This is an optimization exercise on Yosys and OpenROAD, whose aim is small area and a short achievable clock period, not a production implementation.
RTL that was checked went through simulation tests only; none was proved equivalent to the original.
The RTL of runs 1 and 2 was laid out without a check of its function.
Power is estimated from default activity; no workload was simulated. The clock port is modelled as an ideal driver; clocking choices that lean on that would not hold on a real chip.

## design/flow/design.v

```verilog
module fifo(
  input clk,rst,wr_en,rd_en,
  input [7:0] buf_in,
  output reg [7:0]buf_out,
  output buf_empty,
  output reg buf_full,
  output reg [6:0] fifo_counter
);
  reg [7:0] buf_mem[63:0];
  reg [7:0] rsel_lo0, rsel_lo1, rsel_lo2, rsel_lo3;   
  reg not_empty;
  assign buf_empty = ~not_empty;
  wire wr_acc = wr_en & ~buf_full;
  wire rd_acc = rd_en & not_empty;
  wire inc = wr_acc & ~rd_acc;
  wire dec = rd_acc & ~wr_acc;
  integer i;
  always @(posedge clk) begin
    if (wr_acc) begin
      buf_mem[1] <= buf_in;
      for (i = 2; i < 64; i = i + 1)
        buf_mem[i] <= buf_mem[i-1];
      buf_mem[0] <= buf_mem[63];
    end
  end
  wire [7:0] rsel_hi;
  fifo_dec3 u_hi (.a(fifo_counter[5:3]), .y(rsel_hi));
  wire [7:0] out_next;
  wire rd_hold_n = ~rd_acc;
  genvar gg, kk, bb;
  generate
    for (bb = 0; bb < 8; bb = bb + 1) begin : g_bit
      wire [7:0] grp;   
      wire [7:0] n;     
      wire [3:0] m;
      wire [1:0] k;
      wire h;           
      for (gg = 0; gg < 8; gg = gg + 1) begin : g_grp
        wire [7:0] lo = (gg < 2) ? rsel_lo0 : (gg < 4) ? rsel_lo1 : (gg < 6) ? rsel_lo2 : rsel_lo3;
        fifo_sel8 u_s (
          .d({buf_mem[8*gg+7][bb], buf_mem[8*gg+6][bb], buf_mem[8*gg+5][bb], buf_mem[8*gg+4][bb],
              buf_mem[8*gg+3][bb], buf_mem[8*gg+2][bb], buf_mem[8*gg+1][bb], buf_mem[8*gg][bb]}),
          .s(lo), .y(grp[gg]));
        fifo_nand3 u_n (.a(grp[gg]), .b(rsel_hi[gg]), .c(rd_acc), .y(n[gg]));
      end
      for (kk = 0; kk < 4; kk = kk + 1) begin : g_m
        fifo_nand2 u_m (.a(n[2*kk]), .b(n[2*kk+1]), .y(m[kk]));
      end
      for (kk = 0; kk < 2; kk = kk + 1) begin : g_k
        fifo_nor2 u_k (.a(m[2*kk]), .b(m[2*kk+1]), .y(k[kk]));
      end
      fifo_nand2 u_h (.a(buf_out[bb]), .b(rd_hold_n), .y(h));
      fifo_nand3 u_o (.a(k[0]), .b(k[1]), .c(h), .y(out_next[bb]));
    end
  endgenerate
  always @(posedge clk or posedge rst) begin
    if (rst)
      buf_out <= 8'd0;
    else
      buf_out <= out_next;
  end
  wire [6:0] cnt_up = fifo_counter + 7'd1;
  wire [6:0] cnt_dn = fifo_counter - 7'd1;
  always @(posedge clk or posedge rst) begin
    if (rst) begin
      fifo_counter <= 7'd0;
      rsel_lo0 <= 8'h01;
      rsel_lo1 <= 8'h01;
      rsel_lo2 <= 8'h01;
      rsel_lo3 <= 8'h01;
      not_empty <= 1'b0;
      buf_full <= 1'b0;
    end else begin
      if (inc) begin
        fifo_counter <= cnt_up;
        rsel_lo0 <= {rsel_lo0[6:0], rsel_lo0[7]};
        rsel_lo1 <= {rsel_lo1[6:0], rsel_lo1[7]};
        rsel_lo2 <= {rsel_lo2[6:0], rsel_lo2[7]};
        rsel_lo3 <= {rsel_lo3[6:0], rsel_lo3[7]};
      end else if (dec) begin
        fifo_counter <= cnt_dn;
        rsel_lo0 <= {rsel_lo0[0], rsel_lo0[7:1]};
        rsel_lo1 <= {rsel_lo1[0], rsel_lo1[7:1]};
        rsel_lo2 <= {rsel_lo2[0], rsel_lo2[7:1]};
        rsel_lo3 <= {rsel_lo3[0], rsel_lo3[7:1]};
      end
      buf_full  <= buf_full ? ~rd_en : (fifo_counter == 7'd63) & wr_en & ~rd_en;
      not_empty <= not_empty ? ~((fifo_counter == 7'd1) & rd_en & ~wr_en) : wr_en;
    end
  end
endmodule
module fifo_dec3(
  input [2:0] a,
  output [7:0] y
);
  assign y = 8'd1 << a;
endmodule
module fifo_sel8(
  input [7:0] d,
  input [7:0] s,
  output y
);
  assign y = |(d & s);
endmodule
module fifo_nand2(input a, b, output y);
  assign y = ~(a & b);
endmodule
module fifo_nand3(input a, b, c, output y);
  assign y = ~(a & b & c);
endmodule
module fifo_nor2(input a, b, output y);
  assign y = ~(a | b);
endmodule
```

## design/flow/flow/run.sh

```bash
#!/bin/bash
# Standard ORFS layout, with plain buffers on the ports, resizing not limited
# to each cell's footprint, and larger clock-tree sink clusters.
set -euo pipefail
bash standard.sh MATCH_CELL_FOOTPRINT=0 \
  "BUFFER_PORTS_ARGS=-buffer_cell sky130_fd_sc_hd__buf_4" \
  "CTS_ARGS=-sink_clustering_enable -repair_clock_nets -dont_use_dummy_load -sink_clustering_size 30 -sink_clustering_max_diameter 100" \
  finish > flow.log 2>&1
```

## design/flow/standard.sh

```bash
#!/bin/bash
# synth_recipe.tcl (not shown) runs the flow's synth.tcl, then flattens the netlist and writes it again
# the make line also repeats each setting of config.mk as NAME=value (left out here)
make -C /OpenROAD-flow-scripts/flow DESIGN_CONFIG=/design/flow/config.mk WORK_HOME=/design/flow/orfs CLKGATE_MAP_FILE= SYNTH_SCRIPT=/design/flow/synth_recipe.tcl "${@:-finish}"
```

## design/flow/config.mk

```make
export PLATFORM = sky130hd
export DESIGN_NAME = fifo
export DESIGN_NICKNAME = fifo
export VERILOG_FILES = /design/flow/design.v
export SDC_FILE = /design/flow/constraint.sdc
export NUM_CORES = 4
export LEC_CHECK = 0
export CAP_MARGIN = 20
export CORE_MARGIN = 2
export CORE_UTILIZATION = 40
export SETUP_SLACK_MARGIN = 1.4
export SLEW_MARGIN = 20
export SYNTH_HIERARCHICAL = 1
export SYNTH_MINIMUM_KEEP_SIZE = 0
```

## design/flow/constraint.sdc

```tcl
create_clock -name core_clock -period 3.3 [get_ports {clk}]
set_input_delay 0.6600 -clock core_clock [delete_from_list [all_inputs] [get_ports {clk}]]
set_output_delay 0.6600 -clock core_clock [all_outputs]
set_load 0.01 [all_outputs]
```

==> run summary, run 1 <==
remaining antenna violation count=0; initial antenna violation count=0; Setup crit end kind=output pin; Synth warnings=8; final WL=46000 um; Hold Vio Cnt, Final=0; share of Yosys cell area claimed by the top area cell type=74.8%; Peak VDD IR=318 uV; mapped cell area=20600 um^2; largest net degree at the start of global routing=157; Worst R2R Setup Slack=1.48 ns; area of the multi-input gates=3930 um^2; layout cells sized above 1=11.4%; asr flop ratio synth=8.73%; Starting Density=40.2%; PortBufs=28; vias=11200; Buf+Inv Stages, Crit Path=1; unrepaired setup endpoints after global routing=yes; synth cell count leaders=edfxtp_1, a22oi_1, nand2_1; diode count=0; gpl congestion=0.784; GRT met2 Usage=25.4%; Avg Inst Size Synth=17.6 um^2; post-layout util=44.1%; pre-CTS WS=0.943 ns; worst-case reg-to-reg path depth=3; CTS clock-pin slew for the worst setup and hold paths=0.12 ns; via/cell ratio=5.85; CTS buffer count=22; CP max stage delay=0.54 ns; latest clock arrival within the worst-skew pair=0.58 ns; Power Dens Cells=564 nW/um^2; Layout area overhead=9.60%; first-pass GRT wire length=69700 um; Critical R2R Capture=buf_mem[24][4]$_DFFE_PP_; DP Cell Count=1878; Final setup violation count=0; Max Fclk=0.520 GHz; worst min path class=input pin to asynchronous set/reset pin; Iter 0 DRT Violations=1516; die height=231 um; critical setup path kind=flip-flop to output pin; reg2reg start=buf_full$_DFF_PP0_; Die Wd=231 um; # fillers=4465; Final nets=1249; most common cell in the synthesized netlist=edfxtp_1; Critical Path Fanout Max=2; most common flop cell mapped by yosys=edfxtp_1; min cycle time layout=1.92 ns; post-route cell area=22500 um^2; final max-slew violation count=0; final setup TNS=0 ns; CP delay by family, top=flip-flops; Tot GR Track Use=17.1%; syn nets=1185; Cell Chain, Critical Path=buf_6; H-tree levels=1; CP max-delay cell=dfrtp_4; top cell type by total area after synthesis=edfxtp_1; startpoint types=flip-flop; CTS root buffer=clkbuf_16; core area=51100 um^2; Cell Rows=83; Final period util=58.2%; Post-synth EDFFs=512; top post-synthesis cells by area=edfxtp_1, a22oi_1, dfrtp_1; PnR worst setup slack=1.38 ns; drt pass-1 iters=6; GRT Max-Usage Layer=met1; Power Total=12.7 mW; distinct cell type count after synthesis=35; Reg area=16700 um^2; post-synthesis sequential area ratio=80.8%; leakage=7.34 nW; dpl cell area=21800 um^2; Slew headroom=42.0%; CTS tree=built; met1 GRT Util=25.7%; WHS=0.00853 ns; Cells after Synth=1169; #FFs+latches synth=561; drt drc=0; Max Cap Violations=0; full die area=53200 um^2; DP HPWL=27000 um; M3 GR Usage=3.25%; WP data required=2.64 ns; status=timing/DRC/antenna clean; Routed WL per cell=24.0 um; clock sinks=561; total grt overflow=0; Worst Max-Slew Pin Slew=0.870 ns; Finished Layout Cells=1911; vias in the first global route=10900; final clock skew=0.0266 ns; critical path arrival=1.26 ns; # IOs=29; Max Root-Sink Buffers=3
==> what timing repair did <==
action,in CTS,in global routing
gates resized for setup,19,30
cloned,0,0
setup buffers,11,0
hold buffers,0,0
endpoints found under the setup margin,51,48
==> flip-flops by register name (all words and copies together), names as in the netlist <==
name / count
buf_mem: 512
buf_out: 8
rsel_lo0: 8
rsel_lo1: 8
rsel_lo2: 8
rsel_lo3: 8
fifo_counter: 7
buf_full: 1
not_empty: 1
==> cell usage in the layout (no fill, tap or decap), drive strengths merged, types with 2 or more instances in the layout <==
cell,netlist,routed
dfstp,4,4
a21oi,3,3
inv,5,4
edfxtp,512,512
mux2i,32,32
or4,2,2
nand2,76,76
nor2,17,17
xor2,6,6
ha,4,4
dfrtp,45,45
nand4,66,66
buf,5,53
a22oi,256,256
nor3b,3,3
nor3,3,3
nand4b,2,2
o21ai,33,33
nand3,74,74
clkbuf,8,22
and3b,3,3
==> worst max path at each step <==
stage                                             end                   startpoint  cells past startpoint  slack (ns)
final                                 fifo_counter[3]  fifo_counter[3]$_DFFE_PP0P_                      1        1.38
after global routing                  fifo_counter[3]  fifo_counter[3]$_DFFE_PP0P_                      1        1.35
after CTS                             fifo_counter[3]  fifo_counter[3]$_DFFE_PP0P_                      1        1.33
after detailed placement  fifo_counter[3]$_DFFE_PP0P_                        wr_en                      6        0.94
after global placement    fifo_counter[3]$_DFFE_PP0P_                        wr_en                      6        0.97
after floorplan           fifo_counter[5]$_DFFE_PP0P_                        wr_en                      6       -6.62
==> power by group <==
group          leakage (nW)  internal [mW]  total (mW)  switching, mW
Combinational          1.46          0.314       0.905          0.591
Clock                 0.271           1.21        3.23           2.02
Sequential             5.60           8.28        8.58          0.299
Total                  7.34           9.81        12.7           2.91
==> layer usage <==
| metal | routed length [um] | up-vias | share of wire [%] |
|---|---|---|---|
| met5 | 0 | - | 0 |
| met4 | 1540 | 0 | 3.3 |
| met3 | 3110 | 63 | 6.8 |
| met2 | 21000 | 375 | 46 |
| met1 | 20300 | 5772 | 44 |
| li1 | - | 4977 | - |
==> modules after synthesis (local to each module, per instance) <==
| module | times used | cells | flip-flops and latches |
|---|---|---|---|
| fifo | 1 | 713 | 561 |
| fifo_dec3 | 1 | 8 | 0 |
| fifo_sel8 | 64 | 5 | 0 |
| fifo_nand3 | 72 | 1 | 0 |
| fifo_nand2 | 40 | 1 | 0 |
| fifo_nor2 | 16 | 1 | 0 |
==> logic make-up after synthesis <==
family | count (synthesis) | share of synthesized area (%)
AOI/OAI and AO/OA | 296 | 10.4
xor gates and xnor gates | 7 | 0.298
adders and majority gates | 4 | 0.244
buffers and inverters | 18 | 0.469
DFF | 561 | 80.8
muxes | 32 | 1.56
and+or+nand+nor | 251 | 6.19
==> cell type report <==
type | instances | area share [%]
multi-input cells | 590 | 17.4
well taps | 680 | 3.78
repair buffers | 53 | 2.29
clock buffers | 22 | 2.44
flip-flops and latches | 561 | 74.0
inverters | 5 | 0.100
==> run 2: changes to the inputs <==
--- a/design/flow/config.mk
+++ b/design/flow/config.mk
@@ -8,6 +8,7 @@
 export CAP_MARGIN = 20
 export CORE_MARGIN = 2
 export CORE_UTILIZATION = 40
+export HOLD_SLACK_MARGIN = 0.1
 export SETUP_SLACK_MARGIN = 1.4
 export SLEW_MARGIN = 20
 export SYNTH_HIERARCHICAL = 1
==> run 2 against run 1 <==
Against the previous run: area after synthesis is the same; clock skew is essentially flat; critical endpoint unchanged; flip-flop and latch count unchanged; hold slack gained 0.25 ns; largest power group unchanged; clock power is essentially flat; critical path type unchanged; fmax barely moved.
==> run summary, run 2 <==
status=timing/DRC/antenna clean; via/cell ratio=5.85 (about the same); most common cell in the synthesized netlist=edfxtp_1; syn nets=1185 (unchanged); worst min path class=input pin to flip-flop; initial antenna violation count=0 (unchanged); critical path arrival=1.26 ns (about the same); most common flop cell mapped by yosys=edfxtp_1; top post-synthesis cells by area=edfxtp_1, a22oi_1, dfrtp_1; final max-slew violation count=0 (unchanged); post-layout util=44.1% (about the same); DP HPWL=27000 um (unchanged); vias in the first global route=10900 (+0.055%); unrepaired setup endpoints after global routing=yes; remaining antenna violation count=0 (unchanged); Avg Inst Size Synth=17.6 um^2 (unchanged); DP Cell Count=1878 (unchanged); Cell Rows=83 (unchanged); largest net degree at the start of global routing=157 (unchanged); CP delay by family, top=flip-flops; Synth warnings=8 (unchanged); diode count=0 (unchanged); CTS tree=built; Max Root-Sink Buffers=3 (unchanged); Setup crit start=fifo_counter[3]$_DFFE_PP0P_; CTS root buffer=clkbuf_16; Cell Chain, Critical Path=buf_6; reg2reg start=buf_full$_DFF_PP0_; Max Cap Violations=0 (unchanged); Buf+Inv Stages, Crit Path=1 (unchanged); WHS=0.256 ns (+0.247 ns); distinct cell type count after synthesis=35 (unchanged); total grt overflow=0 (unchanged); synth cell count leaders=edfxtp_1, a22oi_1, nand2_1; H-tree levels=1 (unchanged); Tot GR Track Use=17.1% (about the same); most common cell after layout, fill and taps aside=edfxtp_1; Critical R2R Capture=buf_mem[24][4]$_DFFE_PP_; worst-case reg-to-reg path depth=3 (unchanged); most frequent cells in the layout=edfxtp_1, a22oi_1, nand2_1, nand4_1, nand3_1; Worst Max-Slew Pin Slew=0.885 ns (+0.0145 ns); leakage=7.34 nW (about the same); core area=51100 um^2 (unchanged); final clock skew=0.0269 ns (+0.000282 ns); Post-synth EDFFs=512 (unchanged); Final nets=1250 (+0.080%); final WL=46000 um (about the same); Largest register FFs=512 (unchanged); Final setup violation count=0 (unchanged); gpl congestion=0.784 (unchanged); drt drc=0 (unchanged); latest clock arrival within the worst-skew pair=0.58 ns (about the same); Worst R2R Setup Slack=1.46 ns (-0.02 ns); CTS clock-pin slew for the worst setup and hold paths=0.12 ns (about the same); Die Wd=231 um (unchanged); CTS buffer count=22 (unchanged); Finished Layout Cells=1912 (+0.052%); CP Depth=1 (unchanged); Cells after Synth=1169 (unchanged); Layout area overhead=9.65% (about the same); min cycle time layout=1.92 ns (+0.000510 ns); critical setup path kind=flip-flop to output pin; Peak VDD IR=319 uV (+0.27%); Routed WL per cell=24.0 um (about the same); Starting Density=40.2% (unchanged); Iter 0 DRT Violations=1441 (-4.9%); Power Dens Cells=565 nW/um^2 (about the same); CP max-delay cell=dfrtp_4; drt pass-1 iters=5 (-1); vias=11200 (+0.045%); asr flop ratio synth=8.73% (unchanged); Critical Path End=fifo_counter[3]; Critical Path Fanout Max=2 (unchanged); share of Yosys cell area claimed by the top area cell type=74.8% (unchanged); startpoint types=flip-flop; CP max stage delay=0.54 ns (about the same); final setup TNS=0 ns (unchanged); first-pass GRT wire length=69800 um (about the same); mapped cell area=20600 um^2 (unchanged); # IOs=29 (unchanged); Hold Vio Cnt, Final=0 (unchanged); largest reg by FF count=buf_mem; #FFs+latches synth=561 (unchanged); die height=231 um (unchanged); clock sinks=561 (unchanged); post-synthesis sequential area ratio=80.8% (unchanged); Final period util=58.2% (about the same); WP data required=2.64 ns (about the same); Setup crit end kind=output pin; top cell type by total area after synthesis=edfxtp_1; Slew headroom=41.0% (-0.96 points); Max Fclk=0.520 GHz (about the same); layout cells sized above 1=11.4% (about the same); full die area=53200 um^2 (unchanged); PortBufs=28 (unchanged)
## run 2: cells by family after synthesis
group | synth area share, %
AO/OA/AOI/OAI | 10.4
XOR/XNOR | 0.298
adder cells (fa/ha/maj) | 0.244
buffers and inverters | 0.469
flip-flops | 80.8
multiplexers | 1.56
AND/OR/NAND/NOR | 6.19
## run 2: worst min-delay path by stage
stage / startpoint / slack (ns) / cells past startpoint / end
CTS: buf_in[6] / 0.24 / 1 / buf_mem[1][6]$_DFFE_PP_
global placement: buf_mem[45][3]$_DFFE_PP_ / 0.43 / 0 / buf_mem[46][3]$_DFFE_PP_
floorplan: buf_mem[63][0]$_DFFE_PP_ / 0.43 / 0 / buf_mem[0][0]$_DFFE_PP_
detailed placement: buf_mem[25][0]$_DFFE_PP_ / 0.43 / 0 / buf_mem[26][0]$_DFFE_PP_
global route: buf_in[3] / 0.24 / 1 / buf_mem[1][3]$_DFFE_PP_
finish: buf_in[1] / 0.26 / 1 / buf_mem[1][1]$_DFFE_PP_
## run 2: timing repair
action,CTS,global route
gates resized for setup,19,30
cloned,0,0
setup buffers,11,0
hold buffers,1,0
hold endpoints to repair,6,0
endpoints found under the setup margin,51,48
## run 2: routing by layer
metal | share of wire (%) | GRT usage [%] | vias up
met3 | 6.7 | 3.25 | 63
met4 | 3.3 | 5.20 | 0
met1 | 44 | 25.7 | 5785
met5 | 0 | 0 | -
li1 | - | - | 4977
met2 | 45 | 25.4 | 367
## run 2: metrics by stage
stage	total power, mW	cell area (um^2)	worst slack (ns)
after CTS	12.8	22500	1.33
after detailed placement	9.51	21800	0.943
after global routing	13.1	22500	1.35
after global placement	9.50	21800	0.971
after floorplan	9.17	20700	-6.62
final	12.7	22500	1.38
## run 2: layout make-up
cell class                      instances  area, um^2
Fill cell                            4464       28600
Sequential cell                       561       16700
Multi-Input combinational cell        590        3930
Tap cell                              680         851
Clock buffer                           22         551
Timing Repair Buffer                   54         526
Inverter                                5        22.5
## run 2: Yosys stat by module (local to each module, per instance)
module	flip-flops and latches	times used	area (um^2)
fifo_dec3	0	1	65.1
fifo	561	1	17600
fifo_sel8	0	64	36.3
fifo_nor2	0	16	3.75
fifo_nand3	0	72	5.00
fifo_nand2	0	40	3.75
## run 2: where the power goes
group / leakage (nW) / internal [mW] / switching, mW
Sequential: 5.60 / 8.28 / 0.301
Combinational: 1.47 / 0.314 / 0.593
Clock: 0.271 / 1.21 / 2.02
Total: 7.34 / 9.81 / 2.92
==> run 3: changes to the inputs <==
--- a/design/flow/design.v
+++ b/design/flow/design.v
@@ -7,7 +7,7 @@
   output reg [6:0] fifo_counter
 );
   reg [7:0] buf_mem[63:0];
-  reg [7:0] rsel_lo0, rsel_lo1, rsel_lo2, rsel_lo3;   
+  reg [7:0] rsel_lo0, rsel_lo1;   
   reg not_empty;
   assign buf_empty = ~not_empty;
   wire wr_acc = wr_en & ~buf_full;
@@ -36,7 +36,7 @@
       wire [1:0] k;
       wire h;           
       for (gg = 0; gg < 8; gg = gg + 1) begin : g_grp
-        wire [7:0] lo = (gg < 2) ? rsel_lo0 : (gg < 4) ? rsel_lo1 : (gg < 6) ? rsel_lo2 : rsel_lo3;
+        wire [7:0] lo = (gg < 4) ? rsel_lo0 : rsel_lo1;
         fifo_sel8 u_s (
           .d({buf_mem[8*gg+7][bb], buf_mem[8*gg+6][bb], buf_mem[8*gg+5][bb], buf_mem[8*gg+4][bb],
               buf_mem[8*gg+3][bb], buf_mem[8*gg+2][bb], buf_mem[8*gg+1][bb], buf_mem[8*gg][bb]}),
@@ -66,8 +66,6 @@
       fifo_counter <= 7'd0;
       rsel_lo0 <= 8'h01;
       rsel_lo1 <= 8'h01;
-      rsel_lo2 <= 8'h01;
-      rsel_lo3 <= 8'h01;
       not_empty <= 1'b0;
       buf_full <= 1'b0;
     end else begin
@@ -75,14 +73,10 @@
         fifo_counter <= cnt_up;
         rsel_lo0 <= {rsel_lo0[6:0], rsel_lo0[7]};
         rsel_lo1 <= {rsel_lo1[6:0], rsel_lo1[7]};
-        rsel_lo2 <= {rsel_lo2[6:0], rsel_lo2[7]};
-        rsel_lo3 <= {rsel_lo3[6:0], rsel_lo3[7]};
       end else if (dec) begin
         fifo_counter <= cnt_dn;
         rsel_lo0 <= {rsel_lo0[0], rsel_lo0[7:1]};
         rsel_lo1 <= {rsel_lo1[0], rsel_lo1[7:1]};
-        rsel_lo2 <= {rsel_lo2[0], rsel_lo2[7:1]};
-        rsel_lo3 <= {rsel_lo3[0], rsel_lo3[7:1]};
       end
       buf_full  <= buf_full ? ~rd_en : (fifo_counter == 7'd63) & wr_en & ~rd_en;
       not_empty <= not_empty ? ~((fifo_counter == 7'd1) & rd_en & ~wr_en) : wr_en;
==> run 3 against run 2 <==
Against the previous run: clock skew grew 0.034 ns; still clean on timing, DRC and antenna; critical path type unchanged; power shrank 3.1%; via count shrank 5.4%; utilization increased by 0.68 points; largest cell class unchanged.
==> run summary, run 3 <==
status=timing/DRC/antenna clean; top post-synthesis cells by area=edfxtp_1, a22oi_1, dfrtp_1; Post-synth EDFFs=512 (unchanged); Final nets=1199 (-4.1%); most common cell in the synthesized netlist=edfxtp_1; Reg power frac=67.4% (about the same); vias in the first global route=10500 (-3.7%); unrepaired setup endpoints after global routing=no; most frequent cells in the layout=edfxtp_1, a22oi_1, nand4_1, nand3_1, buf_4; drt drc=0 (unchanged); CP delay by family, top=flip-flops; die height=226 um (-1.8%); latest clock arrival within the worst-skew pair=0.56 ns (-0.02 ns); Power Dens Cells=564 nW/um^2 (-0.14%); final clock skew=0.0614 ns (+0.0345 ns); diode count=0 (unchanged); min cycle time layout=1.85 ns (-0.0711 ns); CP max-delay cell=dfrtp_2; remaining antenna violation count=0 (unchanged); DP Cell Count=1810 (-3.6%); layout cells sized above 1=10.9% (-0.44 points); PnR worst setup slack=1.45 ns (+0.0711 ns); PortBufs=28 (unchanged); CTS tree=built; vias=10600 (-5.4%); clock sinks=545 (-2.9%); syn nets=1113 (-6.1%); share of Yosys cell area claimed by the top area cell type=77.7% (+2.9 points); Finished Layout Cells=1845 (-3.5%); most common flop cell mapped by yosys=edfxtp_1; leakage=7.16 nW (-2.5%); gpl congestion=0.733 (-6.5%); area of the multi-input gates=3620 um^2 (-7.8%); CTS clock-pin slew for the worst setup and hold paths=0.12 ns (about the same); worst min path class=input pin to asynchronous set/reset pin; Sw Pwr=2.76 mW (-5.3%); Peak VDD IR=321 uV (+0.45%); Sw Ratio=22.4% (-0.52 points); Die Wd=226 um (-1.8%); CTS buffer count=22 (unchanged); Final period util=56.1% (-2.2 points); Iter 0 DRT Violations=1224 (-15%); drt pass-1 iters=5 (unchanged); Reg area=16200 um^2 (-2.5%); Critical Path Fanout Max=2 (unchanged); #FFs+latches synth=545 (-2.9%); DP HPWL=23300 um (-14%); Slew headroom=42.8% (+1.8 points); via/cell ratio=5.74 (-1.9%); Largest register FFs=512 (unchanged); Synth warnings=8 (unchanged); Routed WL per cell=22.7 um (-5.4%); startpoint types=flip-flop; asr flop ratio synth=6.06% (-2.7 points); post-route cell area=21900 um^2 (-2.9%); Buf+Inv Stages, Crit Path=1 (unchanged); initial antenna violation count=1 (+1); Layout area overhead=10.5%; post-synthesis sequential area ratio=81.9% (+1.1 points); final max-slew violation count=0 (unchanged); # IOs=29 (unchanged); mapped cell area=19800 um^2 (-3.7%); Cells after Synth=1097 (-6.2%); top cell type by total area after synthesis=edfxtp_1; Worst Max-Slew Pin Slew=0.858 ns (-0.0265 ns); Avg Inst Size Synth=18.0 um^2 (+2.6%); Logic pwr share=7.0% (about the same); H-tree levels=1 (unchanged); Cell Rows=81 (-2.4%); CP max stage delay=0.47 ns (-0.07 ns); total grt overflow=0 (unchanged); dpl cell area=21200 um^2 (-2.8%); Final setup violation count=0 (unchanged); Max Fclk=0.540 GHz (+3.8%); distinct cell type count after synthesis=31 (-11%); critical path arrival=1.19 ns (-0.07 ns); Max Root-Sink Buffers=3 (unchanged); critical setup path kind=flip-flop to output pin; Cell Chain, Critical Path=buf_4; Starting Density=40.5% (+0.29 points); pre-CTS WS=0.934 ns (-0.00833 ns); full die area=51300 um^2 (-3.6%); Power Total=12.3 mW (-3.1%); largest reg by FF count=buf_mem; Max Cap Violations=0 (unchanged); most common cell after layout, fill and taps aside=edfxtp_1; Setup crit end kind=output pin; synth cell count leaders=edfxtp_1, a22oi_1, nand3_1; core area=48800 um^2 (-4.4%); first-pass GRT wire length=64700 um (-7.2%); CTS root buffer=clkbuf_16; # fillers=4299 (-3.7%); Tot GR Track Use=16.4% (-0.73 points); # hold bufs at CTS=0 (-1); final WL=42000 um (-8.7%); largest net degree at the start of global routing=172 (+9.6%); Clock Power Share=25.5% (about the same); Power Internal=9.57 mW (-2.4%); WP data required=2.64 ns (about the same); Hold Vio Cnt, Final=0 (unchanged)
[run 3: cell types whose count changed after synthesis, moves of 2 or more]
cell / delta
nand4b_1: -2
dfrtp_1: -14
o21ai_1: -27
o21ai_0: +11
clkbuf_1: -2
nor3_1: -2
nand2_1: -18
buf_6: -2
mux2i_1: -15
dfstp_2: -2
[run 3: logic make-up after synthesis]
logic type,count (synthesis),share of synthesized area [%]
AOI/OAI and AO/OA,279,10.4
xor gates and xnor gates,7,0.310
adders and majority gates,4,0.253
buffers and inverters,13,0.259
DFF,545,81.9
muxes,17,0.860
and+or+nand+nor,232,6.06
[run 3: modules after synthesis (local to each module, per instance)]
| module | flops+latches | cells inside | cell area [um^2] | copies in the design |
|---|---|---|---|---|
| fifo | 545 | 641 | 16800 | 1 |
| fifo_dec3 | 0 | 8 | 65.1 | 1 |
| fifo_nand2 | 0 | 1 | 3.75 | 40 |
| fifo_nand3 | 0 | 1 | 5.00 | 72 |
| fifo_nor2 | 0 | 1 | 3.75 | 16 |
| fifo_sel8 | 0 | 5 | 36.3 | 64 |
[run 3: cell type report]
cell class	instances	share of cell area, %
tap	664	3.80
timing repair buffer	69	2.78
multi-input combinational	539	16.5
inverter	6	0.120
sequential	545	74.2
clock buffer	22	2.52
[run 3: routing by layer]
| metal | vias up | wire length, um | track usage [%] |
|---|---|---|---|
| li1 | 4772 | - | - |
| met1 | 5464 | 19400 | 24.9 |
| met2 | 313 | 19800 | 26.0 |
| met3 | 41 | 2260 | 1.88 |
| met4 | 0 | 547 | 2.91 |
| met5 | - | 0 | 0 |
[run 3: through the flow]
step	setup TNS, ns	hold WS [ns]	util [%]
6_report	0	0.185	44.8
5_1_grt	0	0.195	44.8
4_1_cts	0	0.187	44.6
3_5_place_dp	0	0.432	43.3
3_3_place_gp	0	0.429	43.3
2_1_floorplan	-2941.10	0.427	-
[run 3: final timing paths]
kind,slack (ns),endpoint,cells after the start,start
worst max-delay path,1.45,buf_out[4],1,buf_out[4]$_DFF_PP0_
worst min-delay path,0.19,buf_out[6]$_DFF_PP0_,3,rst
worst max register to register,1.46,buf_mem[56][6]$_DFFE_PP_,2,buf_full$_DFF_PP0_
worst min register to register,0.39,buf_mem[7][5]$_DFFE_PP_,0,buf_mem[6][5]$_DFFE_PP_
max in group asynchronous,2.73,rsel_lo0[4]$_DFFE_PP0P_,3,rst
min in group core_clock,0.27,buf_mem[1][5]$_DFFE_PP_,1,buf_in[5]
[run 3: timing repair]
action	CTS	global route
cloned	0	0
setup endpoints to repair	51	165
setup buffers	4	9
gates resized for setup	17	9
[run 3: power by group through the flow]
stage / clock network [mW] / registers [mW] / logic [mW]
after floorplan: 0 / 8.51 / 0.388
after global placement: 0 / 8.54 / 0.695
after detailed placement: 0 / 8.55 / 0.702
after CTS: 3.25 / 8.34 / 0.826
after global routing: 3.48 / 8.38 / 0.939
final: 3.15 / 8.32 / 0.865
==> run 4: changes to the inputs <==
--- a/design/flow/config.mk
+++ b/design/flow/config.mk
@@ -7,7 +7,7 @@
 export LEC_CHECK = 0
 export CAP_MARGIN = 20
 export CORE_MARGIN = 2
-export CORE_UTILIZATION = 40
+export CORE_UTILIZATION = 50
 export HOLD_SLACK_MARGIN = 0.1
 export SETUP_SLACK_MARGIN = 1.4
 export SLEW_MARGIN = 20
==> run 4 against run 3 <==
Against the previous run: power shrank 0.33%; highest routed layer unchanged; via count shrank 0.13%; still clean on timing, DRC and antenna; largest cell class unchanged; flip-flop and latch count is the same; clock skew grew 0.0029 ns; global-route usage grew 3.8 points; clock-buffer cell count is the same.
==> run summary, run 4 <==
Final period util=56.7% (+0.66 points); vias in the first global route=10500 (+0.41%); worst min path class=input pin to asynchronous set/reset pin; routed wl met2=19900 um (+0.41%); final WL=41700 um (-0.63%); critical setup path kind=flip-flop to flip-flop; drt drc=0 (unchanged); WL met3=2210 um (-2.4%); Layout area overhead=10.0%; #FFs+latches synth=545 (unchanged); unrepaired setup endpoints after global routing=yes; DP HPWL=23000 um (-1.2%); mux share of post-synthesis cell area=0.860% (unchanged); final max-slew violation count=0 (unchanged); most frequent cells in the layout=edfxtp_1, a22oi_1, nand4_1, nand3_1, buf_4; core area=38800 um^2 (-21%); startpoint types=flip-flop; drt pass-1 iters=5 (unchanged); critical path arrival=2.09 ns (+0.90 ns); share of the synthesized area in compound gates (AO/OA/AOI/OAI)=10.4% (unchanged); Post-Synth Adder-Cell Area=0.253% (unchanged); largest family of logic cells by synthesized area=compound AO/OA/AOI/OAI gates; first-pass GRT wire length=64100 um (-0.90%); diode count=0 (unchanged); via/cell ratio=6.21 (+8.2%); Max Cap Violations=0 (unchanged); layout cells sized above 1=11.3% (+0.39 points); clock sinks=545 (unchanged); CTS buffer count=22 (unchanged); Final nets=1203 (+0.33%); most common cell in the synthesized netlist=edfxtp_1; status=timing/DRC/antenna clean; CTS root buffer=clkbuf_16; Avg Inst Size Synth=18.0 um^2 (unchanged); remaining antenna violation count=0 (unchanged); CTS clock-pin slew for the worst setup and hold paths=0.11 ns (about the same); XOR/XNOR Fraction of Synth Area=0.310% (unchanged); synth cell count leaders=edfxtp_1, a22oi_1, nand3_1; Final setup violation count=0 (unchanged); PortBufs=28 (unchanged); dpl cell area=20900 um^2 (-1.0%); Cell Rows=72 (-11%); Max Fclk=0.534 GHz (-1.2%); gpl congestion=0.751 (+2.4%); Post-synth EDFFs=512 (unchanged); Worst Max-Slew Pin Slew=0.555 ns (-0.304 ns); most common flop cell mapped by yosys=edfxtp_1; syn nets=1113 (unchanged); final clock skew=0.0643 ns (+0.00293 ns); Largest register FFs=512 (unchanged); Top Layer Used=met4; Synth warnings=8 (unchanged); vias=10600 (-0.13%); full die area=41200 um^2 (-20%); Setup crit end kind=flip-flop; initial antenna violation count=0 (-1); most common cell after layout, fill and taps aside=edfxtp_1; Routed WL per cell=24.5 um (+7.7%); largest net degree at the start of global routing=80 (-53%); Starting Density=51.0% (+10 points); top cell type by total area after synthesis=edfxtp_1; top post-synthesis cells by area=edfxtp_1, a22oi_1, dfrtp_1; Iter 0 DRT Violations=1061 (-13%); post-synthesis sequential area ratio=81.9% (unchanged); Critical Path Fanout Max=79 (+77); total grt overflow=0 (unchanged); min cycle time layout=1.87 ns (+0.0219 ns); WHS=0.189 ns (+0.00316 ns); Slew headroom=63.0% (+20 points); die height=203 um (-10%); asr flop ratio synth=6.06% (unchanged); Peak VDD IR=323 uV (+0.83%); Power Dens Cells=565 nW/um^2 (+0.14%); WL met1=19100 um (-1.7%); distinct cell type count after synthesis=31 (unchanged); latest clock arrival within the worst-skew pair=0.56 ns (about the same); Cells after Synth=1097 (unchanged); Hold Vio Cnt, Final=0 (unchanged); CTS tree=built; Power Total=12.3 mW (-0.33%); leakage=7.20 nW (+0.55%); Max Root-Sink Buffers=3 (unchanged); post-route cell area=21800 um^2 (-0.47%); WP data required=3.51 ns (+0.87 ns); # hold bufs at CTS=0 (unchanged); share of Yosys cell area claimed by the top area cell type=77.7% (unchanged); mapped cell area=19800 um^2 (unchanged); # IOs=29 (unchanged); Tot GR Track Use=20.2% (+3.8 points); H-tree levels=1 (unchanged); Synth Area in Simple Gates=6.06% (unchanged); largest reg by FF count=buf_mem; Die Wd=203 um (-10%)
==> run 4: cell count changes in the layout (fill, tap and decap cells not counted), moves of 2 or more <==
cell and delta:
dfrtp_2 -4, clkbuf_16 +2, buf_12 -3, buf_6 +3
dfrtp_4 +4
==> run 4: stage by stage <==
| stage | utilization [%] | setup TNS (ns) | setup WS, ns | instances |
|---|---|---|---|---|
| 6_report | 56.1 | 0 | 1.43 | 1703 |
| 5_1_grt | 56.1 | 0 | 1.36 | 1703 |
| 4_1_cts | 55.7 | 0 | 1.39 | 1691 |
| 3_5_place_dp | 53.9 | 0 | 0.826 | 1664 |
| 3_3_place_gp | 53.9 | 0 | 0.848 | 1664 |
| 2_1_floorplan | - | -2941.10 | -6.51 | 1097 |
==> run 4: what timing repair did <==
| item | in CTS | in global routing |
|---|---|---|
| setup endpoints to repair | 392 | 75 |
| cloned | 2 | 0 |
| setup buffers | 3 | 12 |
| resized for setup | 23 | 17 |
==> run 4: final cells by class <==
cell class,count,area (um^2)
repair buffers,73,674
fillers,3041,17100
clock buffers,22,551
multi-input cells,539,3620
inverters,6,26.3
well taps,518,648
flip-flops and latches,545,16300
==> run 4: cell families after synthesis <==
| kind of cell | Yosys count |
|---|---|
| AOI/OAI and AO/OA | 279 |
| xor gates and xnor gates | 7 |
| adders and majority gates | 4 |
| buffers and inverters | 13 |
| DFF | 545 |
| muxes | 17 |
| and+or+nand+nor | 232 |
==> run 4: critical path: stages (launching register included) <==
cell     delay (ns)
dfrtp_1        0.44
nor2b_4        0.16
buf_6          0.42
buf_12         0.41
==> run 4: routing by layer <==
metal  global-route usage, %  vias to the layer above
li1                        -                     4774
met3                    2.52                       37
met2                    31.8                      279
met1                    31.1                     5486
met5                       0                        -
met4                    3.28                        0
==> run 4: final timing paths <==
path | from | endpoint | slack (ns) | cells past startpoint
worst max-delay path | buf_full$_DFF_PP0_ | buf_mem[0][6]$_DFFE_PP_ | 1.43 | 3
worst min-delay path | rst | buf_out[1]$_DFF_PP0_ | 0.19 | 3
worst max register to register | buf_full$_DFF_PP0_ | buf_mem[0][6]$_DFFE_PP_ | 1.43 | 3
worst min register to register | buf_mem[21][1]$_DFFE_PP_ | buf_mem[22][1]$_DFFE_PP_ | 0.38 | 0
max in group asynchronous | rst | rsel_lo1[2]$_DFFE_PP0P_ | 2.73 | 3
min in group core_clock | buf_in[3] | buf_mem[1][3]$_DFFE_PP_ | 0.27 | 1
==> run 4: report_power, final <==
| group | internal [mW] | switching (mW) | total, mW |
|---|---|---|---|
| registers | 8.07 | 0.250 | 8.32 |
| clock network | 1.21 | 1.93 | 3.14 |
| logic | 0.288 | 0.550 | 0.839 |
| total | 9.56 | 2.73 | 12.3 |
==> run 4: Yosys stat by module (local to each module, per instance) <==
| module | flops+latches | times used | cells inside |
|---|---|---|---|
| fifo | 545 | 1 | 641 |
| fifo_dec3 | 0 | 1 | 8 |
| fifo_sel8 | 0 | 64 | 5 |
| fifo_nand3 | 0 | 72 | 1 |
| fifo_nand2 | 0 | 40 | 1 |
| fifo_nor2 | 0 | 16 | 1 |
==> run 5: changes to the inputs <==
--- a/design/flow/config.mk
+++ b/design/flow/config.mk
@@ -7,8 +7,7 @@
 export LEC_CHECK = 0
 export CAP_MARGIN = 20
 export CORE_MARGIN = 2
-export CORE_UTILIZATION = 50
-export HOLD_SLACK_MARGIN = 0.1
+export CORE_UTILIZATION = 40
 export SETUP_SLACK_MARGIN = 1.4
 export SLEW_MARGIN = 20
 export SYNTH_HIERARCHICAL = 1
==> run 5 against run 4 <==
Against the previous run: register-to-register slack gained 0.03 ns; final area grew 0.47%; utilization shrank 11 points; clock-buffer cell count is the same; clock power is essentially flat; critical path type is now flip-flop to output pin; critical endpoint is now buf_out[4]; largest cell class unchanged; highest routed layer unchanged.
==> run summary, run 5 <==
status=timing/DRC/antenna clean; Critical Path Fanout Max=2 (-97%); asr flop ratio synth=6.06% (unchanged); GRT Max-Usage Layer=met2; CP max stage delay=0.47 ns (+0.03 ns); Layout area overhead=10.5%; min cycle time layout=1.85 ns (-0.0219 ns); CP max-delay cell=dfrtp_2; # IOs=29 (unchanged); diode count=0 (unchanged); Slew headroom=42.8% (-20 points); initial antenna violation count=1 (+1); Cell Rows=81 (+13%); post-layout util=44.8% (-11 points); full die area=51300 um^2 (+24%); Tot GR Track Use=16.4% (-3.8 points); final max-slew violation count=0 (unchanged); top cell type by total area after synthesis=edfxtp_1; most common cell after layout, fill and taps aside=edfxtp_1; CTS clock-pin slew for the worst setup and hold paths=0.12 ns (about the same); Buf+Inv Stages, Crit Path=1 (-1); CTS buffer count=22 (unchanged); #FFs+latches synth=545 (unchanged); met1 GRT Util=24.9% (-6.2 points); final clock skew=0.0614 ns (-0.00293 ns); drt drc=0 (unchanged); CTS root buffer=clkbuf_16; CTS tree=built; layout cells sized above 1=10.9% (-0.39 points); most common flop cell mapped by yosys=edfxtp_1; DP HPWL=23300 um (+1.2%); latest clock arrival within the worst-skew pair=0.56 ns (about the same); unrepaired setup endpoints after global routing=no; Hold Vio Cnt, Final=0 (unchanged); H-tree levels=1 (unchanged); # fillers=4299 (+41%); Starting Density=40.5% (-10 points); die height=226 um (+12%); core area=48800 um^2 (+26%); Cells after Synth=1097 (unchanged); WP data required=2.64 ns (-0.87 ns); final WL=42000 um (+0.64%); leakage=7.16 nW (-0.55%); pre-CTS WS=0.934 ns (+0.108 ns); Max Cap Violations=0 (unchanged); Final nets=1199 (-0.33%); total grt overflow=0 (unchanged); Avg Inst Size Synth=18.0 um^2 (unchanged); Die Wd=226 um (+12%); PortBufs=28 (unchanged); Post-synth EDFFs=512 (unchanged); vias=10600 (+0.13%); Cell Chain, Critical Path=buf_4; post-route cell area=21900 um^2 (+0.47%); gpl congestion=0.733 (-2.4%); Largest register FFs=512 (unchanged); Synth warnings=8 (unchanged); syn nets=1113 (unchanged); Power Dens Cells=564 nW/um^2 (-0.14%); most frequent cells in the layout=edfxtp_1, a22oi_1, nand4_1, nand3_1, buf_4; top post-synthesis cells by area=edfxtp_1, a22oi_1, dfrtp_1; post-synthesis sequential area ratio=81.9% (unchanged); mapped cell area=19800 um^2 (unchanged); synth cell count leaders=edfxtp_1, a22oi_1, nand3_1; most common cell in the synthesized netlist=edfxtp_1; Power Total=12.3 mW (+0.33%); GRT met2 Usage=26.0% (-5.8 points); critical setup path kind=flip-flop to output pin; largest reg by FF count=buf_mem; Peak VDD IR=321 uV (-0.83%); critical path arrival=1.19 ns (-0.90 ns); first-pass GRT wire length=64700 um (+0.90%); via/cell ratio=5.74 (-7.6%); Worst Max-Slew Pin Slew=0.858 ns (+0.304 ns); Iter 0 DRT Violations=1224 (+15%); Setup crit end kind=output pin; largest net degree at the start of global routing=172 (+110%); Final period util=56.1% (-0.66 points); Final setup violation count=0 (unchanged); Max Fclk=0.540 GHz (+1.2%); vias in the first global route=10500 (-0.41%); Max Root-Sink Buffers=3 (unchanged); clock sinks=545 (unchanged); # hold bufs at CTS=0 (unchanged); M3 GR Usage=1.88% (-0.64 points); Routed WL per cell=22.7 um (-7.1%); worst min path class=input pin to asynchronous set/reset pin; startpoint types=flip-flop; drt pass-1 iters=5 (unchanged); remaining antenna violation count=0 (unchanged); share of Yosys cell area claimed by the top area cell type=77.7% (unchanged); distinct cell type count after synthesis=31 (unchanged); PnR worst setup slack=1.45 ns (+0.0219 ns); CP delay by family, top=flip-flops; dpl cell area=21200 um^2 (+1.1%)
==> run 5: repair_timing <==
| action | CTS | global route |
|---|---|---|
| buffers inserted | 4 | 9 |
| setup endpoints to repair | 51 | 165 |
| resized for setup | 17 | 9 |
==> run 5: logic make-up (layout without fill, tap and decap cells) <==
logic type,after synthesis,after routing,synth area share [%]
adder cells (fa/ha/maj),4,4,0.253
AND/OR/NAND/NOR,232,232,6.06
AO/OA/AOI/OAI,279,279,10.4
XOR/XNOR,7,7,0.310
flip-flops,545,545,81.9
multiplexers,17,17,0.860
buffers and inverters,13,97,0.259
==> run 5: metal layers <==
metal | part of all wire (%) | vias up
met5 | 0 | -
met4 | 1.3 | 0
met3 | 5.4 | 41
met2 | 47 | 313
met1 | 46 | 5464
li1 | - | 4772
==> run 5: modules after synthesis (local to each module, per instance) <==
module,cells inside,times used
fifo_nand2,1,40
fifo_sel8,5,64
fifo_dec3,8,1
fifo_nand3,1,72
fifo,641,1
fifo_nor2,1,16
==> run 5: worst paths after layout <==
check | start | to | slack (ns) | depth (start not counted)
setup / recovery | buf_out[4]$_DFF_PP0_ | buf_out[4] | 1.45 | 1
min in group core_clock | buf_in[5] | buf_mem[1][5]$_DFFE_PP_ | 0.27 | 1
max in group asynchronous | rst | rsel_lo0[4]$_DFFE_PP0P_ | 2.73 | 3
hold / removal | rst | buf_out[6]$_DFF_PP0_ | 0.19 | 3
setup reg to reg | buf_full$_DFF_PP0_ | buf_mem[56][6]$_DFFE_PP_ | 1.46 | 2
hold reg to reg | buf_mem[6][5]$_DFFE_PP_ | buf_mem[7][5]$_DFFE_PP_ | 0.39 | 0
==> run 5: report_power, final <==
part,internal [mW],total (mW),leakage (nW),switching (mW)
logic,0.293,0.865,1.47,0.572
clock network,1.21,3.15,0.271,1.94
registers,8.07,8.32,5.42,0.248
total,9.57,12.3,7.16,2.76
==> run 5: final cells by class <==
type	instances	area [um^2]	area share, %
flip-flops and latches	545	16200	74.2
multi-input cells	539	3620	16.5
well taps	664	831	3.80
repair buffers	69	608	2.78
clock buffers	22	551	2.52
inverters	6	26.3	0.120
==> run 5: through the flow <==
| stage | setup TNS (ns) | hold WS [ns] | std cells |
|---|---|---|---|
| floorplan | -2941.10 | 0.427 | 1097 |
| global placement | 0 | 0.429 | 1810 |
| detailed placement | 0 | 0.432 | 1810 |
| CTS | 0 | 0.187 | 1836 |
| global route | 0 | 0.195 | 1845 |
| finish | 0 | 0.185 | 1845 |
==> run 6: changes to the inputs <==
--- a/design/flow/config.mk
+++ b/design/flow/config.mk
@@ -8,7 +8,7 @@
 export CAP_MARGIN = 20
 export CORE_MARGIN = 2
 export CORE_UTILIZATION = 40
-export SETUP_SLACK_MARGIN = 1.4
+export SETUP_SLACK_MARGIN = 1.3
 export SLEW_MARGIN = 20
 export SYNTH_HIERARCHICAL = 1
 export SYNTH_MINIMUM_KEEP_SIZE = 0
==> run 6 against run 5 <==
Against the previous run: still clean on timing, DRC and antenna; combinational power down 12%; first-iteration DRC count grew 2.9%; clock power about the same; largest power group unchanged.
==> run summary, run 6 <==
die height=226 um (unchanged); vias in the first global route=10600 (+0.98%); layout cells sized above 1=11.1% (+0.18 points); top post-synthesis cells by area=edfxtp_1, a22oi_1, dfrtp_1; Power Dens Cells=563 nW/um^2 (-0.16%); CTS buffer count=22 (unchanged); final clock skew=0.0631 ns (+0.00171 ns); Sw Pwr=2.77 mW (+0.11%); WHS=0.186 ns (+0.000467 ns); mapped cell area=19800 um^2 (unchanged); Post-synth EDFFs=512 (unchanged); Finished Layout Cells=1844 (-0.054%); critical setup path kind=flip-flop to flip-flop; critical path arrival=2.17 ns (+0.98 ns); core area=48800 um^2 (unchanged); initial antenna violation count=0 (-1); Sw Ratio=22.5% (+0.099 points); Cells after Synth=1097 (unchanged); drt drc=0 (unchanged); asr flop ratio synth=6.06% (unchanged); H-tree levels=1 (unchanged); CTS tree=built; Max Root-Sink Buffers=3 (unchanged); Clock Power Share=25.7% (+0.2 points); DP Cell Count=1815 (+0.28%); Largest register FFs=512 (unchanged); largest reg by FF count=buf_mem; status=timing/DRC/antenna clean; startpoint types=flip-flop; first-pass GRT wire length=65300 um (+0.91%); Logic pwr share=6.2% (-0.8 points); syn nets=1113 (unchanged); DP HPWL=23500 um (+0.72%); Reg power frac=68.1% (+0.7 points); largest net degree at the start of global routing=202 (+17%); Final setup violation count=0 (unchanged); Routed WL per cell=22.8 um (+0.45%); Reg area=16200 um^2 (about the same); Power Total=12.3 mW (-0.33%); vias=10600 (+0.42%); worst min path class=input pin to asynchronous set/reset pin; PortBufs=28 (unchanged); drt pass-1 iters=5 (unchanged); dpl cell area=21200 um^2 (+0.13%); most common flop cell mapped by yosys=edfxtp_1; most frequent cells in the layout=edfxtp_1, a22oi_1, nand4_1, buf_4; full die area=51300 um^2 (unchanged); final max-slew violation count=0 (unchanged); WP data required=3.44 ns (+0.80 ns); total grt overflow=0 (unchanged); diode count=0 (unchanged); # IOs=29 (unchanged); distinct cell type count after synthesis=31 (unchanged); Slew headroom=23.3% (-20 points); Max Cap Violations=0 (unchanged); CTS root buffer=clkbuf_16; Avg Inst Size Synth=18.0 um^2 (unchanged); final WL=42100 um (+0.40%); Layout area overhead=10.3%; most common cell in the synthesized netlist=edfxtp_1; Setup crit end kind=flip-flop; Max Fclk=0.493 GHz (-8.8%); min cycle time layout=2.03 ns (+0.178 ns); gpl congestion=0.751 (+2.4%); via/cell ratio=5.77 (+0.47%); post-synthesis sequential area ratio=81.9% (unchanged); remaining antenna violation count=0 (unchanged); CTS clock-pin slew for the worst setup and hold paths=0.11 ns (about the same); Worst Max-Slew Pin Slew=1.15 ns (+0.293 ns); Power Internal=9.53 mW (-0.46%); Starting Density=40.5% (unchanged); unrepaired setup endpoints after global routing=yes; clock sinks=545 (unchanged); most common cell after layout, fill and taps aside=edfxtp_1; latest clock arrival within the worst-skew pair=0.57 ns (about the same); Cell Rows=81 (unchanged); leakage=7.15 nW (-0.12%); Final nets=1198 (-0.083%); synth cell count leaders=edfxtp_1, a22oi_1, nand3_1; Hold Vio Cnt, Final=0 (unchanged); Synth warnings=8 (unchanged); Iter 0 DRT Violations=1259 (+2.9%); Critical Path Fanout Max=112 (+110); Peak VDD IR=291 uV (-9.2%); #FFs+latches synth=545 (unchanged); Die Wd=226 um (unchanged); share of Yosys cell area claimed by the top area cell type=77.7% (unchanged); # fillers=4288 (-0.26%); Final period util=61.5% (+5.4 points); Tot GR Track Use=16.5% (+0.043 points); area of the multi-input gates=3650 um^2 (+0.76%); post-route cell area=21800 um^2 (-0.17%); top cell type by total area after synthesis=edfxtp_1
## run 6: repair_timing
item | 4_1_cts | 5_1_grt
gates resized for setup | 16 | 3
endpoints found under the setup margin | 73 | 328
hold buffers | 0 | 0
setup buffers | 0 | 7
pin swaps | 0 | 0
cloned | 0 | 0
endpoints found under the hold margin | 0 | 0
## run 6: kinds of logic (layout without fill, tap and decap cells)
| group | Yosys count | in the layout | synth area share (%) |
|---|---|---|---|
| XOR/XNOR | 7 | 7 | 0.310 |
| flip-flops | 545 | 545 | 81.9 |
| multiplexers | 17 | 17 | 0.860 |
| buffers and inverters | 13 | 96 | 0.259 |
| AO/OA/AOI/OAI | 279 | 279 | 10.4 |
| AND/OR/NAND/NOR | 232 | 232 | 6.06 |
| adder cells (fa/ha/maj) | 4 | 4 | 0.253 |
## run 6: final cells by class
cell class	instances	share of cell area, %
inverters	6	0.120
well taps	664	3.80
clock buffers	22	2.52
flip-flops and latches	545	74.3
repair buffers	68	2.53
multi-input cells	539	16.7
## run 6: final timing paths
path	startpoint	endpoint	slack, ns	cells after the start
worst max-delay path	buf_full$_DFF_PP0_	buf_mem[8][2]$_DFFE_PP_	1.27	3
worst min-delay path	rst	buf_out[5]$_DFF_PP0_	0.19	3
worst max register to register	buf_full$_DFF_PP0_	buf_mem[8][2]$_DFFE_PP_	1.27	3
worst min register to register	buf_mem[9][2]$_DFFE_PP_	buf_mem[10][2]$_DFFE_PP_	0.38	0
max in group asynchronous	rst	rsel_lo1[3]$_DFFE_PP0P_	2.71	3
min in group core_clock	buf_in[1]	buf_mem[1][1]$_DFFE_PP_	0.26	1
## run 6: per-stage QoR
step	worst slack, ns	TNS (ns)	utilization [%]
2_1_floorplan	-6.51	-2941.10	-
3_3_place_gp	0.932	0	43.4
3_5_place_dp	0.870	0	43.4
4_1_cts	1.29	0	44.6
5_1_grt	1.19	0	44.7
6_report	1.27	0	44.7
## run 6: critical path, cell delays in order, from the launching register on
cell     delay (ns)
dfrtp_1        0.43
nor2b_4        0.22
buf_4          0.38
buf_16         0.44
## run 6: metal layers
metal  global-route usage, %  up-vias  wire length [um]
li1                        -     4766                 -
met1                    25.0     5519             19400
met2                    26.2      311             19900
met3                    1.84       38              2200
met4                    2.48        0               563
met5                       0        -                 0
## run 6: Yosys stat by module (local to each module, per instance)
module	flops+latches	cell area [um^2]
fifo	545	16800
fifo_dec3	0	65.1
fifo_sel8	0	36.3
fifo_nand3	0	5.00
fifo_nand2	0	3.75
fifo_nor2	0	3.75
## run 6: power groups by stage
stage / registers, mW / logic, mW / clock network (mW)
after floorplan: 8.51 / 0.397 / 0
after global placement: 8.53 / 0.694 / 0
after detailed placement: 8.55 / 0.697 / 0
after CTS: 8.41 / 0.701 / 3.25
after global routing: 8.43 / 0.826 / 3.45
final: 8.37 / 0.761 / 3.17
==> run 7: changes to the inputs <==
--- a/design/flow/config.mk
+++ b/design/flow/config.mk
@@ -8,7 +8,7 @@
 export CAP_MARGIN = 20
 export CORE_MARGIN = 2
 export CORE_UTILIZATION = 40
-export SETUP_SLACK_MARGIN = 1.3
+export SETUP_SLACK_MARGIN = 1.5
 export SLEW_MARGIN = 20
 export SYNTH_HIERARCHICAL = 1
 export SYNTH_MINIMUM_KEEP_SIZE = 0
==> run 7 against run 6 <==
Against the previous run: still clean on timing, DRC and antenna; utilization is 0.74 points higher; global-route usage about the same; sequential power is 0.6% lower; routed wire length grew 1.8%; area after synthesis is the same; hold slack got worse by 0.0012 ns; worst setup slack improved by 0.19 ns; sequential share of layout area decreased by 1.1 points.
==> run summary, run 7 <==
status=timing/DRC/antenna clean; vias=10800 (+1.2%); first-pass GRT wire length=64900 um (-0.66%); Synth warnings=8 (unchanged); CP max-delay cell=dfrtp_2; via/cell ratio=5.77 (about the same); # hold bufs at CTS=0 (unchanged); Largest register FFs=512 (unchanged); Power Total=12.4 mW (+0.77%); Die Wd=226 um (unchanged); Cells after Synth=1097 (unchanged); worst min path class=input pin to asynchronous set/reset pin; layout cells sized above 1=12.6% (+1.5 points); clock sinks=545 (unchanged); unrepaired setup endpoints after global routing=yes; WHS=0.185 ns (-0.00122 ns); Setup crit end kind=output pin; DP HPWL=23300 um (-0.72%); Starting Density=40.5% (unchanged); initial antenna violation count=1 (+1); vias in the first global route=10500 (-0.52%); Finished Layout Cells=1866 (+1.2%); GRT met2 Usage=26.1% (-0.13 points); DP Cell Count=1810 (-0.28%); most common cell after layout, fill and taps aside=edfxtp_1; final max-slew violation count=0 (unchanged); CP delay by family, top=flip-flops; startpoint types=flip-flop; post-route cell area=22200 um^2 (+1.7%); syn nets=1113 (unchanged); met1 GRT Util=24.8% (-0.18 points); most common cell in the synthesized netlist=edfxtp_1; top post-synthesis cells by area=edfxtp_1, a22oi_1, dfrtp_1; Final period util=55.6% (-5.9 points); Iter 0 DRT Violations=1263 (+0.32%); Cell Chain, Critical Path=buf_6; drt drc=0 (unchanged); final WL=42900 um (+1.8%); gpl congestion=0.733 (-2.3%); most frequent cells in the layout=edfxtp_1, a22oi_1, nand4_1, nand3_1; Max Cap Violations=0 (unchanged); largest reg by FF count=buf_mem; Final setup violation count=0 (unchanged); Power Dens Cells=558 nW/um^2 (-0.88%); Avg Inst Size Synth=18.0 um^2 (unchanged); top cell type by total area after synthesis=edfxtp_1; total grt overflow=0 (unchanged); PortBufs=28 (unchanged); Post-synth EDFFs=512 (unchanged); Critical Path Fanout Max=2 (-98%); dpl cell area=21200 um^2 (-0.13%); Buf+Inv Stages, Crit Path=1 (-1); H-tree levels=1 (unchanged); core area=48800 um^2 (unchanged); mapped cell area=19800 um^2 (unchanged); Worst Max-Slew Pin Slew=0.891 ns (-0.260 ns); Slew headroom=40.6% (+17 points); min cycle time layout=1.83 ns (-0.194 ns); Final nets=1220 (+1.8%); Routed WL per cell=23.0 um (+0.64%); # fillers=4263 (-0.58%); Peak VDD IR=326 uV (+12%); largest net degree at the start of global routing=172 (-15%); distinct cell type count after synthesis=31 (unchanged); Hold Vio Cnt, Final=0 (unchanged); final clock skew=0.0598 ns (-0.00331 ns); WP data required=2.64 ns (-0.80 ns); M3 GR Usage=1.85% (+0.013 points); CTS buffer count=22 (unchanged); leakage=7.32 nW (+2.3%); GRT Max-Usage Layer=met2; CTS clock-pin slew for the worst setup and hold paths=0.12 ns (about the same); #FFs+latches synth=545 (unchanged); latest clock arrival within the worst-skew pair=0.56 ns (about the same); asr flop ratio synth=6.06% (unchanged); most common flop cell mapped by yosys=edfxtp_1; Max Fclk=0.545 GHz (+11%); post-synthesis sequential area ratio=81.9% (unchanged); CTS tree=built; Cell Rows=81 (unchanged); remaining antenna violation count=0 (unchanged); CP max stage delay=0.47 ns (+0.03 ns); Tot GR Track Use=16.5% (about the same); CTS root buffer=clkbuf_16; Max Root-Sink Buffers=3 (unchanged); Layout area overhead=12.2%; drt pass-1 iters=5 (unchanged); critical path arrival=1.17 ns (-1.00 ns); full die area=51300 um^2 (unchanged); critical setup path kind=flip-flop to output pin; diode count=0 (unchanged); synth cell count leaders=edfxtp_1, a22oi_1, nand3_1; final setup TNS=0 ns (unchanged); # IOs=29 (unchanged); die height=226 um (unchanged); share of Yosys cell area claimed by the top area cell type=77.7% (unchanged)
==> run 7: kinds of logic (layout without fill, tap and decap cells) <==
| kind of cell | after synthesis | in the layout | share of synthesized area [%] |
|---|---|---|---|
| mux | 17 | 17 | 0.860 |
| compound gates | 279 | 279 | 10.4 |
| buf+inv | 13 | 117 | 0.259 |
| fa+ha+maj | 4 | 4 | 0.253 |
| simple gates | 232 | 233 | 6.06 |
| flops | 545 | 545 | 81.9 |
| xor+xnor | 7 | 7 | 0.310 |
==> run 7: worst paths after layout <==
kind                                         start                  endpoint  slack (ns)  cells past startpoint
setup reg to reg                buf_full$_DFF_PP0_  buf_mem[55][6]$_DFFE_PP_        1.49                      2
setup / recovery              buf_out[4]$_DFF_PP0_                buf_out[4]        1.47                      1
max in group asynchronous                      rst   rsel_lo0[1]$_DFFE_PP0P_        2.72                      3
hold / removal                                 rst      buf_out[6]$_DFF_PP0_        0.18                      3
hold reg to reg            buf_mem[6][5]$_DFFE_PP_   buf_mem[7][5]$_DFFE_PP_        0.39                      0
min in group core_clock                  buf_in[5]   buf_mem[1][5]$_DFFE_PP_        0.27                      1
==> run 7: cell type report <==
| cell class | instances | area [um^2] | share of cell area, % |
|---|---|---|---|
| inverter | 6 | 26.3 | 0.118 |
| sequential | 545 | 16200 | 73.2 |
| multi-input combinational | 540 | 3630 | 16.3 |
| clock buffer | 22 | 551 | 2.48 |
| tap | 664 | 831 | 3.74 |
| timing repair buffer | 89 | 915 | 4.12 |
==> run 7: what timing repair did <==
action                     4_1_cts  5_1_grt
resized for setup               40       10
pin swaps                        0        3
buffers inserted                12       20
setup endpoints to repair      214      342
cloned                           0        2
hold endpoints to repair         0        0
==> run 7: power breakdown <==
group / total [mW] / internal, mW / switching (mW)
logic: 0.911 / 0.324 / 0.588
registers: 8.32 / 8.07 / 0.246
clock network: 3.16 / 1.21 / 1.95
==> run 7: through the flow <==
stage / util, % / setup WS (ns)
after CTS: 44.9 / 1.45
after detailed placement: 43.3 / 0.934
after floorplan: - / -6.51
after global routing: 45.4 / 1.43
final: 45.4 / 1.47
after global placement: 43.3 / 0.983
==> run 7: metal layers <==
| metal | share of wire (%) | vias up |
|---|---|---|
| li1 | - | 4819 |
| met4 | 1.6 | 0 |
| met3 | 6.0 | 47 |
| met5 | 0 | - |
| met2 | 47 | 370 |
| met1 | 45 | 5528 |
==> run 7: Yosys stat by module (local to each module, per instance) <==
module / copies in the design / cells
fifo: 1 / 641
fifo_dec3: 1 / 8
fifo_sel8: 64 / 5
fifo_nand3: 72 / 1
fifo_nand2: 40 / 1
fifo_nor2: 16 / 1
==> run 8: changes to the inputs <==
--- a/design/flow/config.mk
+++ b/design/flow/config.mk
@@ -8,7 +8,7 @@
 export CAP_MARGIN = 20
 export CORE_MARGIN = 2
 export CORE_UTILIZATION = 40
-export SETUP_SLACK_MARGIN = 1.5
+export SETUP_SLACK_MARGIN = 1.55
 export SLEW_MARGIN = 20
 export SYNTH_HIERARCHICAL = 1
 export SYNTH_MINIMUM_KEEP_SIZE = 0
==> run 8 against run 7 <==
Against the previous run: still clean; clock-buffer cell count is the same; area after synthesis unchanged; fmax grew 0.34%; via count down 0.60%; clock skew grew 0.0048 ns; clock power barely moved; critical endpoint unchanged; largest cell class unchanged.
==> run summary, run 8 <==
Power Dens Cells=555 nW/um^2 (-0.48%); final WL=42900 um (about the same); largest net degree at the start of global routing=114 (-34%); Slew headroom=57.1% (+17 points); CTS clock-pin slew for the worst setup and hold paths=0.12 ns (about the same); Starting Density=40.5% (unchanged); Synth warnings=8 (unchanged); clock sinks=545 (unchanged); worst-case reg-to-reg path depth=6 (+4); CTS root buffer=clkbuf_16; Die Wd=226 um (unchanged); Worst Max-Slew Pin Slew=0.644 ns (-0.248 ns); remaining antenna violation count=0 (unchanged); Critical Path Fanout Max=2 (unchanged); via/cell ratio=5.73 (-0.71%); diode count=0 (unchanged); Avg Inst Size Synth=18.0 um^2 (unchanged); Cell Chain, Critical Path=buf_6; most common flop cell mapped by yosys=edfxtp_1; die height=226 um (unchanged); Max Fclk=0.547 GHz (+0.34%); Largest register FFs=512 (unchanged); Routed WL per cell=23.0 um (about the same); top cell type by total area after synthesis=edfxtp_1; most common cell after layout, fill and taps aside=edfxtp_1; latest clock arrival within the worst-skew pair=0.56 ns (about the same); Max Root-Sink Buffers=3 (unchanged); share of Yosys cell area claimed by the top area cell type=77.7% (unchanged); worst min path class=input pin to asynchronous set/reset pin; Final period util=55.4% (-0.19 points); WL met3=2380 um (-8.4%); post-route cell area=22300 um^2 (+0.46%); core area=48800 um^2 (unchanged); total grt overflow=0 (unchanged); CTS tree=built; WP data required=2.64 ns (about the same); Hold Vio Cnt, Final=0 (unchanged); min cycle time layout=1.83 ns (-0.00628 ns); DP Cell Count=1810 (unchanged); leakage=7.35 nW (+0.41%); critical setup path kind=flip-flop to output pin; Max Cap Violations=0 (unchanged); PortBufs=28 (unchanged); Top Layer Used=met4; final max-slew violation count=0 (unchanged); drt pass-1 iters=5 (unchanged); unrepaired setup endpoints after global routing=yes; Layout area overhead=12.7%; final clock skew=0.0646 ns (+0.00478 ns); gpl congestion=0.733 (unchanged); Finished Layout Cells=1868 (+0.11%); Post-synth EDFFs=512 (unchanged); PnR worst setup slack=1.47 ns (+0.00628 ns); CTS buffer count=22 (unchanged); Final setup violation count=0 (unchanged); startpoint types=flip-flop; status=timing/DRC/antenna clean; WL met1=19700 um (+1.1%); Setup crit end kind=output pin; CP delay by family, top=flip-flops; #FFs+latches synth=545 (unchanged); dpl cell area=21200 um^2 (unchanged); most frequent cells in the layout=edfxtp_1, a22oi_1, nand4_1, nand3_1, nand2_1; CP max stage delay=0.47 ns (about the same); Iter 0 DRT Violations=1209 (-4.3%); # IOs=29 (unchanged); # hold bufs at CTS=0 (unchanged); mapped cell area=19800 um^2 (unchanged); pre-CTS WS=0.934 ns (unchanged); H-tree levels=1 (unchanged); Final nets=1222 (+0.16%); Peak VDD IR=327 uV (+0.30%); full die area=51300 um^2 (unchanged); largest reg by FF count=buf_mem; Buf+Inv Stages, Crit Path=1 (unchanged); Cells after Synth=1097 (unchanged); critical path arrival=1.17 ns (about the same); first-pass GRT wire length=65200 um (+0.50%); distinct cell type count after synthesis=31 (unchanged); asr flop ratio synth=6.06% (unchanged); most common cell in the synthesized netlist=edfxtp_1; reg2reg start=not_empty$_DFF_PP0_; layout cells sized above 1=13.0% (+0.48 points); Worst R2R Setup Slack=1.52 ns (+0.03 ns); vias=10700 (-0.60%); routed wl met2=20200 um (about the same); top post-synthesis cells by area=edfxtp_1, a22oi_1, dfrtp_1; vias in the first global route=10600 (+0.32%); CP max-delay cell=dfrtp_2; Power Total=12.4 mW (about the same); syn nets=1113 (unchanged); DP HPWL=23300 um (unchanged); Cell Rows=81 (unchanged); drt drc=0 (unchanged); initial antenna violation count=1 (unchanged); WHS=0.188 ns (+0.00365 ns); Critical R2R Capture=fifo_counter[5]$_DFFE_PP0P_; synth cell count leaders=edfxtp_1, a22oi_1, nand3_1; post-synthesis sequential area ratio=81.9% (unchanged); Tot GR Track Use=16.6% (+0.094 points)
[run 8: cell counts after synthesis]
No cell type changed its count.
[run 8: metrics by stage]
stage | setup TNS, ns | util [%]
floorplan | -2941.10 | -
global placement | 0 | 43.3
detailed placement | 0 | 43.3
CTS | 0 | 45.0
global route | 0 | 45.7
finish | 0 | 45.7
[run 8: worst max-delay path by stage]
stage                               startpoint                          end  slack [ns]  depth (start not counted)
final                     buf_out[4]$_DFF_PP0_                   buf_out[4]        1.47                          1
after global routing        buf_full$_DFF_PP0_  fifo_counter[5]$_DFFE_PP0P_        1.41                          6
after CTS                 buf_out[5]$_DFF_PP0_                   buf_out[5]        1.45                          1
after detailed placement                 wr_en      rsel_lo0[1]$_DFFE_PP0P_        0.93                          6
after global placement                   wr_en      rsel_lo1[2]$_DFFE_PP0P_        0.98                          6
after floorplan                          wr_en  fifo_counter[6]$_DFFE_PP0P_       -6.51                          5
[run 8: cell families after synthesis]
kind of cell	synth area share (%)
flops	81.9
compound gates	10.4
simple gates	6.06
mux	0.860
buf+inv	0.259
xor+xnor	0.310
fa+ha+maj	0.253
[run 8: worst min-delay path: cells and delay by family]
kind	cells	cell delay [ns]
buffers and inverters	3	0.54
[run 8: timing repair]
action	CTS	global route
resized for setup	45	12
setup buffers	15	20
hold endpoints to repair	0	0
endpoints found under the setup margin	217	27
pin swaps	1	0
cloned	1	0
[run 8: Yosys stat by module (local to each module, per instance)]
module / area (um^2) / flip-flops and latches / cells inside
fifo_nor2: 3.75 / 0 / 1
fifo_sel8: 36.3 / 0 / 5
fifo_nand3: 5.00 / 0 / 1
fifo_nand2: 3.75 / 0 / 1
fifo_dec3: 65.1 / 0 / 8
fifo: 16800 / 545 / 641
[run 8: final cells by class]
| type | count | area (um^2) |
|---|---|---|
| timing repair buffer | 92 | 1020 |
| tap | 664 | 831 |
| sequential | 545 | 16200 |
| clock buffer | 22 | 551 |
| fill | 4238 | 26500 |
| multi-input combinational | 539 | 3630 |
| inverter | 6 | 26.3 |
[run 8: power breakdown]
part | internal [mW] | switching [mW] | leakage (nW)
Combinational | 0.326 | 0.588 | 1.65
Sequential | 8.07 | 0.247 | 5.42
Clock | 1.21 | 1.95 | 0.271
[run 8: per-layer routing]
| layer | vias up | track usage, % |
|---|---|---|
| met5 | - | 0 |
| met1 | 5477 | 24.9 |
| met4 | 0 | 3.18 |
| li1 | 4832 | - |
| met2 | 341 | 26.4 |
| met3 | 49 | 1.85 |

Check on run 8: ideal ports give 1.472 ns setup slack; a clkbuf_16 on the clock port and buf_2 on the inputs give 1.419 ns; moving port delays by the midpoint clock arrival (0.586 ns) as well gives 1.120 ns.
